Source: an optimization exercise on an open RTL-to-GDS flow (aim: small area). Production flows keep margins and buffers that such runs may drop. Only simulation tests tie the RTL to the original design; equivalence was not proved. Power and IR drop assume default switching activity.

## flow/flow/run.sh

```bash
#!/bin/bash
# The standard layout with three changes:
# - synthesis maps with an area-oriented ABC script (flow/abc_area.script);
#   everything else in the synthesis is ORFS's own script, unchanged;
# - the clock tree uses clkbuf_4 cells with derated sink clusters and no dummy loads;
# - the port buffers are buf_1 cells.
set -euo pipefail
here=$(pwd)
rm -rf "$here/scripts_own"
cp -r "$FLOW_HOME/scripts" "$here/scripts_own"
cp "$here/flow/abc_area.script" "$here/scripts_own/abc_area.script"
export SCRIPTS_DIR="$here/scripts_own"
export CTS_ARGS="-sink_clustering_enable -repair_clock_nets -buf_list sky130_fd_sc_hd__clkbuf_4 -sink_buffer_max_cap_derate 0.6 -dont_use_dummy_load"
export BUFFER_PORTS_ARGS="-inputs -outputs -buffer_cell sky130_fd_sc_hd__buf_1"
bash standard.sh finish > standard_flow.log 2>&1
```

## flow/flow/abc_area.script

```
strash
&get -n
&fraig -x
&put
scorr
dc2
strash
&get -n
&dch -f
&nf -R 1000
&put
strash
&get -n
&dch -f
&nf -R 1000
&put
strash
&get -n
&dch -f
&nf -R 1000
&put
topo
```

## flow/standard.sh

```bash
#!/bin/bash
# synth_recipe.tcl (not shown) runs the flow's synth.tcl, then flattens the netlist and writes it again
# the make line also repeats each setting of config.mk as NAME=value (left out here)
make -C /OpenROAD-flow-scripts/flow DESIGN_CONFIG=/design/flow/config.mk WORK_HOME=/design/flow/orfs CLKGATE_MAP_FILE= SYNTH_SCRIPT=/design/flow/synth_recipe.tcl "${@:-finish}"
```

## flow/config.mk

```make
export PLATFORM = sky130hd
export DESIGN_NAME = top
export DESIGN_NICKNAME = top
export VERILOG_FILES = /design/flow/design.v
export SDC_FILE = /design/flow/constraint.sdc
export NUM_CORES = 4
export LEC_CHECK = 0
export ABC_AREA = 1
export CAP_MARGIN = 20
export CORE_MARGIN = 2
export CORE_UTILIZATION = 65
export PLACE_DENSITY = 0.75
export SLEW_MARGIN = 20
```

## flow/constraint.sdc

```tcl
create_clock -name core_clock -period 80.0 [get_ports {lcdclk}]
set_input_delay 16.0000 -clock core_clock [delete_from_list [all_inputs] [get_ports {lcdclk}]]
set_output_delay 16.0000 -clock core_clock [all_outputs]
set_load 0.01 [all_outputs]
```

## flow/design.v

```verilog
module top(
    resetn,
    lcdclk,
    PB,
    Sel,
    in_switching,
    CarryIn,
    lcd_rs,
    lcd_rw,
    lcd_en,
    lcd_data
);
input resetn;
input lcdclk;
input [2:0] PB;
input [5:0] Sel;
input in_switching;
input CarryIn;
output lcd_rs;
output lcd_rw;
output lcd_en;
output [7:0] lcd_data;
localparam DH_10 = 7'd119, DH_90 = 7'd4, DH_99 = 7'd75;
reg [4:0] dl;
reg [6:0] dh;
reg [5:0] s;
reg lcd_en;
wire dl19 = (dl == 5'd19);
wire dz   = (dl == 5'd0);
always @(posedge lcdclk) begin
  if (!resetn) begin
    dl <= 5'd0;
    dh <= 7'd0;
    s <= 6'd0;
    lcd_en <= 1'b0;
  end else begin
    dl <= dl19 ? 5'd0 : dl + 5'd1;
    if (dl19) dh <= (dh == DH_99) ? 7'd0 : {dh[5:0], ~(dh[6] ^ dh[5])};
    if (dz && dh == 7'd0) s <= (s == 6'd40) ? 6'd6 : s + 6'd1;
    if (dz && dh == DH_10) lcd_en <= 1'b1;
    else if (dz && dh == DH_90) lcd_en <= 1'b0;
  end
end
function [3:0] inc11;
  input [3:0] v;
  inc11 = (v == 4'd10) ? 4'd0 : v + 4'd1;
endfunction
function [3:0] dmap;    
  input [3:0] v;
  dmap = {v[3] & ~v[1], v[2], v[1] & ~v[3], v[0]};
endfunction
reg [2:0] PB_d;
always @(posedge lcdclk) PB_d <= PB;
wire [2:0] press = PB_d & ~PB;
reg [3:0] a0, a1, a2, b0, b1, b2;
always @(posedge lcdclk) begin
  if (!resetn) begin
    a0 <= 4'd0; a1 <= 4'd0; a2 <= 4'd0;
    b0 <= 4'd0; b1 <= 4'd0; b2 <= 4'd0;
  end else begin
    if (press[0] & ~in_switching) a0 <= inc11(a0);
    if (press[1] & ~in_switching) a1 <= inc11(a1);
    if (press[2] & ~in_switching) a2 <= inc11(a2);
    if (press[0] &  in_switching) b0 <= inc11(b0);
    if (press[1] &  in_switching) b1 <= inc11(b1);
    if (press[2] &  in_switching) b2 <= inc11(b2);
  end
end
reg [3:0] x0, x1, x2, y0, y1, y2;
reg loaded;
always @(posedge lcdclk) begin
  if (CarryIn) begin
    x0 <= a0; x1 <= a1; x2 <= a2;
    y0 <= b0; y1 <= b1; y2 <= b2;
  end
  loaded <= resetn & (loaded | CarryIn);
end
localparam S_X = 2'd0, S_Y = 2'd1, S_A = 2'd2, S_B = 2'd3;
localparam P_WAIT = 4'd0,  P_CONV = 4'd1,  P_EU   = 4'd2,  P_FIX  = 4'd3,
           P_ZU   = 4'd4,  P_GSEL = 4'd5,  P_WG   = 4'd6,  P_XM   = 4'd7,
           P_ALU  = 4'd8,  P_ROTL = 4'd9,  P_MUL  = 4'd10,
           P_XC   = 4'd12, P_DIVC = 4'd13, P_DIVW = 4'd14, P_XS   = 4'd15;
reg [3:0] pc;
reg [4:0] k;      
wire [1:0] src = k[3:2];
wire [1:0] j = k[1:0];
reg [19:0] w;
reg [9:0] u, t;
reg D1, D2, DT;
reg c;
reg qf;           
wire zf = qf;
reg [3:0] outd;   
wire w0 = w[0];
wire u0 = u[0];
wire t0 = t[0];
wire lo = (dl < 5'd10);
reg dslot;
reg [3:0] dsel;
always @(*) begin
  dslot = 1'b1;
  case (s)
    6'd12:   dsel = {S_A, 2'd0};
    6'd13:   dsel = {S_A, 2'd1};
    6'd14:   dsel = {S_A, 2'd2};
    6'd20:   dsel = {S_B, 2'd0};
    6'd21:   dsel = {S_B, 2'd1};
    6'd22:   dsel = {S_B, 2'd2};
    default: begin dslot = 1'b0; dsel = 4'd0; end
  endcase
  if (!dslot) dsel = {src, j};
end
wire [1:0] dsrc = dsel[3:2];
reg [3:0] draw;
always @(*) begin
  case (dsel)
    {S_X, 2'd0}: draw = x2;
    {S_X, 2'd1}: draw = x1;
    {S_X, 2'd2}: draw = x0;
    {S_Y, 2'd0}: draw = y2;
    {S_Y, 2'd1}: draw = y1;
    {S_Y, 2'd2}: draw = y0;
    {S_A, 2'd0}: draw = a2;
    {S_A, 2'd1}: draw = a1;
    {S_A, 2'd2}: draw = a0;
    {S_B, 2'd0}: draw = b2;
    {S_B, 2'd1}: draw = b1;
    {S_B, 2'd2}: draw = b0;
    default:     draw = 4'd0;
  endcase
end
wire [3:0] dig = dmap(draw);
wire mode5 = ~qf & ~first;
wire dbit = (pc == P_CONV) & ~mode5 & (dl < 5'd4) & dig[dl[1:0]] & (loaded | dsrc[1]);
wire first = (j == 2'd0) && (pc != P_XM);
wire xwin = (s >= 6'd33) && (s <= 6'd38);
localparam [19:0] C5 = 20'd100000;
wire cbit = C5[dl];
reg p, q, cinit, cact;
reg w_in, u_in, t_in;
wire cc = dz ? cinit : c;
wire [1:0] sum = p + q + cc;
wire so = sum[0];
wire k0 = (k == 5'd0);    
wire xdiv = dz ? w[19] : (DT & ~k0);
wire a_op = t0 & lo;
wire lg = Sel[2];
wire ng = Sel[1] & Sel[0];
wire bop = Sel[1] ? (Sel[0] ? 1'b1 : ~w0) : (Sel[0] ? w0 : 1'b0);
wire lres = Sel[1] ? (a_op ^ w0) : (Sel[0] ? (a_op | w0) : (a_op & w0));
always @(*) begin
  p = 1'b0; q = 1'b0; cinit = 1'b0; cact = 1'b1;
  w_in = w0; u_in = u0; t_in = t0;
  if (!dslot) begin
    case (pc)
      P_CONV, P_XM: begin
        if (mode5) begin
          p = w0; q = D2 & (dl > 5'd1);
        end else begin
          p = D1 & ~first & (dl != 5'd0); q = dbit;
        end
        w_in = so;
        if (pc == P_CONV && j == 2'd2 && lo && !mode5) begin
          if (src == S_X) u_in = so;
          if (src == S_Y || src == S_A) t_in = so;
        end
      end
      P_MUL: begin
        p = w[1] & ~dl19;
        q = qf & t[1] & (dl >= 5'd9) & ~dl19;
        w_in = so;
      end
      P_ALU: begin
        p = a_op ^ (lg & ng);
        q = lg ? 1'b0 : bop;
        cinit = lg ? ng : CarryIn;
        w_in = (dl < 5'd12) & ((lg & ~ng) ? lres : so);
      end
      P_ROTL: w_in = dz ? w[11] : (dl < 5'd12) ? D1 : w0;
      P_WG:   w_in = lo & u0 & (Sel == 6'b101000);
      P_XC: begin
        p = w0; q = ~cbit; cinit = 1'b1;
      end
      P_XS: begin
        p = w0; q = ~cbit; cinit = 1'b1; w_in = so;
      end
      P_EU: begin
        p = u0; q = ~t0; cinit = 1'b1; cact = lo;
        if (lo & ~CarryIn) u_in = so;
      end
      P_FIX: begin
        p = u0; q = t0; cact = lo;
        if (lo) begin u_in = t0; t_in = so; end
      end
      P_ZU: if (lo) u_in = 1'b0;
      P_DIVC: begin
        p = xdiv; q = ~u0; cinit = 1'b1; cact = lo;
      end
      P_DIVW: begin
        p = xdiv; q = ~u0; cinit = 1'b1; cact = lo;
        if (lo) t_in = qf ? so : xdiv;
        w_in = dz ? qf : D1;
      end
      default: ;
    endcase
  end
end
always @(posedge lcdclk) begin
  w <= {w_in, w[19:1]};
  u <= {u_in, u[9:1]};
  t <= {t_in, t[9:1]};
  D1 <= w0; D2 <= D1; DT <= t0;
  if (cact) c <= sum[1];
  if (pc == P_EU || pc == P_GSEL) qf <= (dz | qf) & ~(lo & ((pc == P_EU) ? t0 : u0));
  if (pc == P_DIVC && dl == 5'd9) qf <= (t0 & ~k0) | sum[1];
  if (pc == P_MUL && dz) qf <= w0;
  if (dl19 && (pc == P_CONV || pc == P_XM)) qf <= mode5;
  if (dl19 && pc == P_XC) qf <= 1'b0;
  if (dz && dh == 7'd0 && xwin) outd <= k[3:0];
  if (!resetn) begin
    pc <= P_WAIT;
  end else if (dl19 && !dslot) begin
    if (s == 6'd6 && dh == 7'd0) begin
      pc <= P_CONV; k <= {1'b0, S_X, 2'd0};
    end else if (xwin && dh == 7'd0) begin
      pc <= P_XC; k <= 5'd0;
    end else begin
      case (pc)
        P_CONV: if (!mode5) begin
          if (j != 2'd2) k <= k + 5'd1;
          else begin
            k <= k + 5'd2;
            case (src)
              S_X: ;
              S_Y: pc <= P_EU;
              S_A: ;
              default: begin
                k <= 5'd0;
                pc <= Sel[5] ? P_MUL : P_ALU;
              end
            endcase
          end
        end
        P_EU: begin
          if (zf) pc <= P_GSEL;
          else if (CarryIn) pc <= P_ZU;
          else if (~c) pc <= P_FIX;
        end
        P_FIX: pc <= P_EU;
        P_ZU:  pc <= P_GSEL;
        P_GSEL: begin
          if ((Sel == 6'b100000 && !zf) || !Sel[5]) begin
            pc <= P_CONV; k <= {1'b0, S_A, 2'd0};
          end else pc <= P_WG;
        end
        P_WG: pc <= P_WAIT;
        P_ALU: begin
          k <= 5'd0;
          case (Sel[4:3])
            2'b00: pc <= P_WAIT;
            2'b11: pc <= P_WG;
            default: pc <= P_ROTL;
          endcase
        end
        P_ROTL: begin
          k <= k + 5'd1;
          if (~Sel[4] || k == 5'd10) pc <= P_WAIT;
        end
        P_MUL: begin
          k <= k + 5'd1;
          if (k == 5'd9) begin pc <= P_DIVC; k <= 5'd0; end
        end
        P_DIVC: pc <= P_DIVW;
        P_DIVW: begin
          k <= k + 5'd1;
          pc <= (k == 5'd19) ? P_WAIT : P_DIVC;
        end
        P_XC: pc <= sum[1] ? P_XS : P_XM;
        P_XS: begin k <= k + 5'd1; pc <= P_XC; end
        P_XM: if (!mode5) pc <= P_WAIT;
        default: ;
      endcase
    end
  end
end
reg [8:0] ch;    
always @(*) begin
  case (s)
    6'd1:  ch = {1'b0, 8'h38};
    6'd2:  ch = {1'b0, 8'h0F};
    6'd3:  ch = {1'b0, 8'h06};
    6'd4:  ch = {1'b0, 8'h02};
    6'd5:  ch = {1'b0, 8'h01};
    6'd6:  ch = {1'b0, 8'h80};
    6'd7, 6'd8, 6'd15, 6'd16: ch = {1'b1, 8'h20};
    6'd9:  ch = {1'b1, 8'h41};
    6'd17: ch = {1'b1, 8'h42};
    6'd10, 6'd11, 6'd18, 6'd19, 6'd30, 6'd31, 6'd32, 6'd33: ch = {1'b1, 8'h2D};
    6'd12, 6'd13, 6'd14, 6'd20, 6'd21, 6'd22: ch = {1'b1, 4'h3, dig};
    6'd23: ch = {1'b0, 8'hC0};
    6'd24: ch = {1'b1, 8'h52};
    6'd25: ch = {1'b1, 8'h45};
    6'd26: ch = {1'b1, 8'h53};
    6'd27: ch = {1'b1, 8'h55};
    6'd28: ch = {1'b1, 8'h4C};
    6'd29: ch = {1'b1, 8'h54};
    6'd34, 6'd35, 6'd36, 6'd37, 6'd38, 6'd39: ch = {1'b1, 4'h3, outd};
    6'd40: ch = {1'b0, 8'h02};
    default: ch = 9'd0;
  endcase
end
assign lcd_rs = ch[8];
assign lcd_data = ch[7:0];
assign lcd_rw = 1'b0;
endmodule
```

==> results.txt <==
outcome = no timing/DRC/antenna violations
dominant cell type by count on the critical path = sky130_fd_sc_hd__nand2_1
kind of cell adding the most delay to the critical path = simple AND/OR/NAND/NOR gates
adder and majority cell fraction of the synthesized area = 4.66%
final wirelength = 15200 um
estimated wirelength of the detail-placed design = 11000 um
arrival time at the worst endpoint = 4.01 ns
power density over the cells = 16.6 mW/mm2
weighted congestion at the end of routability-driven global placement = 0.983
total of endpoints with negative setup slack in the final report = 0
FF-to-FF End = t[9]
smallest setup slack after layout = 59.99 ns
total setup buffers inserted after CTS = 0
pre-CTS setup slack = 60.60 ns
power share of the combinational group = 7.6%
most instantiated library cell after synthesis = sky130_fd_sc_hd__dfxtp_1
CP Cell Sequence = nor2b_1 -> nand2_1 -> o21ai_0 -> nand2_1 -> a22oi_1 -> nand2b_1 -> nor2_1 -> a222oi_1 -> nand3_1 -> a211oi_1 -> nand2_1 -> o21ai_0 -> buf_1
headroom to the max-slew limit = 41.2%
number of synthesized flops with an enable pin = 34
layout cells sized above 1 = 2.81%
maximum clock skew at final layout = 0.0440 ns
timing startpoint of the critical path = s[2]
switching part of the total power = 24.5%
Diodes inserted = 0
number of search-and-repair iterations in the first detailed-routing pass = 8
slew at the pin with the worst max-slew slack = 0.880 ns
worst-path fanout max = 13
CORE AREA = 0.00915 mm2
instance count after placement with tap cells included = 807
commonest cells in the synthesized netlist = sky130_fd_sc_hd__dfxtp_1 (95), sky130_fd_sc_hd__nand2_1 (77), sky130_fd_sc_hd__nor2_1 (72)
Cell Area, Synth = 0.00607 mm2
Filler cells = 718
number of vias after detailed routing = 5427
R2R depth = 23
RSZ-0062 raised after global routing = no
post-synth net total = 707
final-stage net count = 750
Warnings, synthesis = 1
largest family of logic cells by synthesized area = simple AND/OR/NAND/NOR gates
I/O Buffers = 22
Register-to-Register Setup Slack = 74.51 ns
worst min-delay path class = register to register
NetSw = 0.0261 mW
fin crit period = 20.01 ns
Skew-Pair Late Insertion Delay = 0.52 ns
clock tree from TritonCTS = done
register area share after synthesis = 48.2%
Site Rows = 35
crit path to = lcd_data[3]
number of buffer and inverter stages on the critical path = 1
Iter 0 DRT Violations = 640
average wire per standard cell = 18.5 um
Sequential Area = 0.00292 mm2
crit-path max cell delay = 0.56 ns
count of boundary I/O pins = 24
antenna violations before repair = 0
count of state elements after synthesis = 129
Async S/R FF share, synth = 0%
Initial Util = 66.3%
H-tree depth = 4
critical path capture point type = output port
residual antenna-violating net count after detailed routing = 0
top flip-flop cell by instance count after synthesis = sky130_fd_sc_hd__dfxtp_1
Fin Setup TNS = 0 ns
Worst R2R Start = s[2]
sequential group share of total power = 65.0%
Horiz. Die Dim = 101 um
final worst path period share = 25.0%
Synth Area in Simple Gates = 23.5%
multi-input combinational cell area = 0.00308 mm2
first-pass GRT wire length = 24900 um
clock sink count = 129
cell types with the largest area share after synthesis = sky130_fd_sc_hd__dfxtp_1 (31%), sky130_fd_sc_hd__edfxtp_1 (17%), sky130_fd_sc_hd__o21ai_0 (5.6%), sky130_fd_sc_hd__nand2_1 (4.8%), sky130_fd_sc_hd__a21oi_1 (4.5%)
number of cells in the finished layout apart from fillers = 824
post-synthesis xor/xnor area fraction = 1.30%
Max Clock Freq = 0.0500 GHz
average via count per standard cell = 6.59
number of distinct standard cells referenced by the synthesized netlist = 62
DIE HEIGHT = 101 um
fraction of power consumed by the clock network = 27.3%
number of remaining DRC errors = 0
number of resized instances in the post-cts repair step = 0
clock-pin slew reported for the worst setup and hold paths after clock tree synthesis = 0.12 ns
Synth Area in Compound Gates = 20.8%
number of endpoints with negative hold slack in the final report = 0
mux share of post-synthesis cell area = 0.516%
Clock Tree Root = sky130_fd_sc_hd__clkbuf_4
total global routing overflow = 0
kind of critical path = register to output port
Final Max Slew Viols = 0
cell-internal power = 0.0805 mW
Clock Tree Buf Depth = 2
slowest CP cell = sky130_fd_sc_hd__dfxtp_1
synthesized instance count = 672
maximum number of pins on one net before global-route repair = 40
hold buffer count at cts = 0
total track usage = 31.7%
number of cells on the critical path = 13
startpoint kind of the worst setup timing path = register
cell type contributing the most total cell area after synthesis = sky130_fd_sc_hd__dfxtp_1
die outline area = 0.0101 mm2
Post-Synthesis Mean Instance Area = 9.03 um2
Synth-to-Final Area Change = 6.00%
vias in the first global route = 4967
Pleak = 2.46 nW
number of buffers added by the clock tree synthesis step = 17
data required time at the worst endpoint = 64.00 ns
post-synth top area share = 31.3%
worst vdd rail ir drop = 0.0198 mV
max-cap viol count = 0
-- state kept, by name (all words and copies together) (netlist names), 5 cells and up --
signal	cells
u	10
dl	5
dh	7
s	6
k	5
w	20
t	10
-- power by group through the flow --
stage | combinational, mW | clock (mW) | sequential (mW)
after floorplan | 0.00526 | 0 | 0.0702
after global placement | 0.00774 | 0 | 0.0706
after detailed placement | 0.00796 | 0 | 0.0707
after CTS | 0.00801 | 0.0296 | 0.0692
after global routing | 0.00911 | 0.0320 | 0.0694
final | 0.00814 | 0.0291 | 0.0693
-- cell families after synthesis --
group / count (synthesis)
buffers and inverters: 15
other: 1
AO/OA/AOI/OAI: 202
XOR/XNOR: 9
AND/OR/NAND/NOR: 291
multiplexers: 3
flip-flops: 129
adder cells (fa/ha/maj): 22
-- worst min path at each step --
stage,startpoint,end,slack (ns),cells after the start
global route,w[17],w[16],0.30,0
detailed placement,t[3],t[2],0.31,0
global placement,w[2],w[1],0.31,0
CTS,w[17],w[16],0.30,0
floorplan,t[2],t[1],0.31,0
finish,w[13],w[12],0.30,0
-- per-stage QoR --
step / hold WS (ns) / power [mW] / util [%] / cell area (um2)
6_report: 0.305 / 0.107 / 70.3 / 6430
5_1_grt: 0.297 / 0.111 / 70.3 / 6430
4_1_cts: 0.296 / 0.107 / 70.3 / 6430
3_5_place_dp: 0.312 / 0.0787 / 68.9 / 6300
3_3_place_gp: 0.310 / 0.0784 / 68.9 / 6300
2_1_floorplan: 0.310 / 0.0755 / - / 6070
-- layout make-up --
type | instances | share of cell area, %
tap | 111 | 2.16
clock buffer | 17 | 1.98
multi-input combinational | 528 | 48.0
timing repair buffer | 25 | 1.63
inverter | 14 | 0.817
sequential | 129 | 45.4
-- worst register-to-register path, cell delays in order, from the launching register on --
cell and delay [ns]:
sky130_fd_sc_hd__dfxtp_1 0.56, sky130_fd_sc_hd__nor2b_1 0.39, sky130_fd_sc_hd__nand2_1 0.08, sky130_fd_sc_hd__o21ai_0 0.17, sky130_fd_sc_hd__nand2_1 0.32, sky130_fd_sc_hd__a22oi_1 0.31
sky130_fd_sc_hd__nand2b_1 0.23, sky130_fd_sc_hd__nor3_1 0.12, sky130_fd_sc_hd__a222oi_1 0.39, sky130_fd_sc_hd__nand3_1 0.11, sky130_fd_sc_hd__a221oi_1 0.29, sky130_fd_sc_hd__and2_0 0.24
sky130_fd_sc_hd__a21oi_1 0.09, sky130_fd_sc_hd__o31ai_1 0.08, sky130_fd_sc_hd__a21oi_1 0.13, sky130_fd_sc_hd__nor4_1 0.28, sky130_fd_sc_hd__nor2_1 0.08, sky130_fd_sc_hd__fa_1 0.68
sky130_fd_sc_hd__a21oi_1 0.10, sky130_fd_sc_hd__o21ai_0 0.09, sky130_fd_sc_hd__nand2_1 0.07, sky130_fd_sc_hd__a21oi_1 0.19, sky130_fd_sc_hd__a21oi_1 0.05, sky130_fd_sc_hd__o21ai_0 0.31
-- placed cells by master (no fill, tap or decap), types with 5 or more instances in the layout --
master	count
sky130_fd_sc_hd__a211oi_1	6
sky130_fd_sc_hd__a21oi_1	55
sky130_fd_sc_hd__a222oi_1	9
sky130_fd_sc_hd__a22o_1	5
sky130_fd_sc_hd__a22oi_1	12
sky130_fd_sc_hd__a31oi_1	6
sky130_fd_sc_hd__and2_0	10
sky130_fd_sc_hd__and3_1	16
sky130_fd_sc_hd__buf_1	22
sky130_fd_sc_hd__clkbuf_4	17
sky130_fd_sc_hd__clkinv_1	14
sky130_fd_sc_hd__dfxtp_1	95
sky130_fd_sc_hd__edfxtp_1	34
sky130_fd_sc_hd__ha_1	21
sky130_fd_sc_hd__nand2_1	77
sky130_fd_sc_hd__nand2b_1	10
sky130_fd_sc_hd__nand3_1	21
sky130_fd_sc_hd__nand3b_1	6
sky130_fd_sc_hd__nand4_1	11
sky130_fd_sc_hd__nor2_1	72
sky130_fd_sc_hd__nor2b_1	11
sky130_fd_sc_hd__nor3_1	29
sky130_fd_sc_hd__nor3b_1	6
sky130_fd_sc_hd__nor4_1	6
sky130_fd_sc_hd__o21ai_0	68
sky130_fd_sc_hd__o31ai_1	5
sky130_fd_sc_hd__xor2_1	6
-- layer usage --
metal / global-route usage [%] / up-vias / routed length (um)
met5: 0 / - / 0
met2: 47.4 / 306 / 6670
met3: 7.98 / 41 / 1520
met1: 44.1 / 2480 / 6630
li1: - / 2600 / -
met4: 12.6 / 0 / 418

what the ideal ports hide:
How much do the figures lean on ideal ports? The routed layout below was timed once more, with nothing changed but the port constraints.
Step 1 (the two cells are an assumption about what drives the block):
set clk [get_ports {lcdclk}]
set_driving_cell -lib_cell sky130_fd_sc_hd__clkbuf_16 $clk
set_driving_cell -lib_cell sky130_fd_sc_hd__buf_2 [delete_from_list [all_inputs] $clk]
Step 2, shift: input delay + t, output delay - t, t = (earliest + latest rising clock arrival at the registers) / 2. This alone moves slack from input paths to output paths.
Three values: ideal, step 1, step 2; two values: the first two.
t, ns: 0.534
setup WS [ns]: 59.992 / 59.959 / 60.494
worst setup path after step 2: register to output
pins driven straight from the clock port: 1
After both steps setup and hold are still met in this run. The setup slack of this run moves by -0.033 ns with the drivers and by +0.502 ns with both steps.
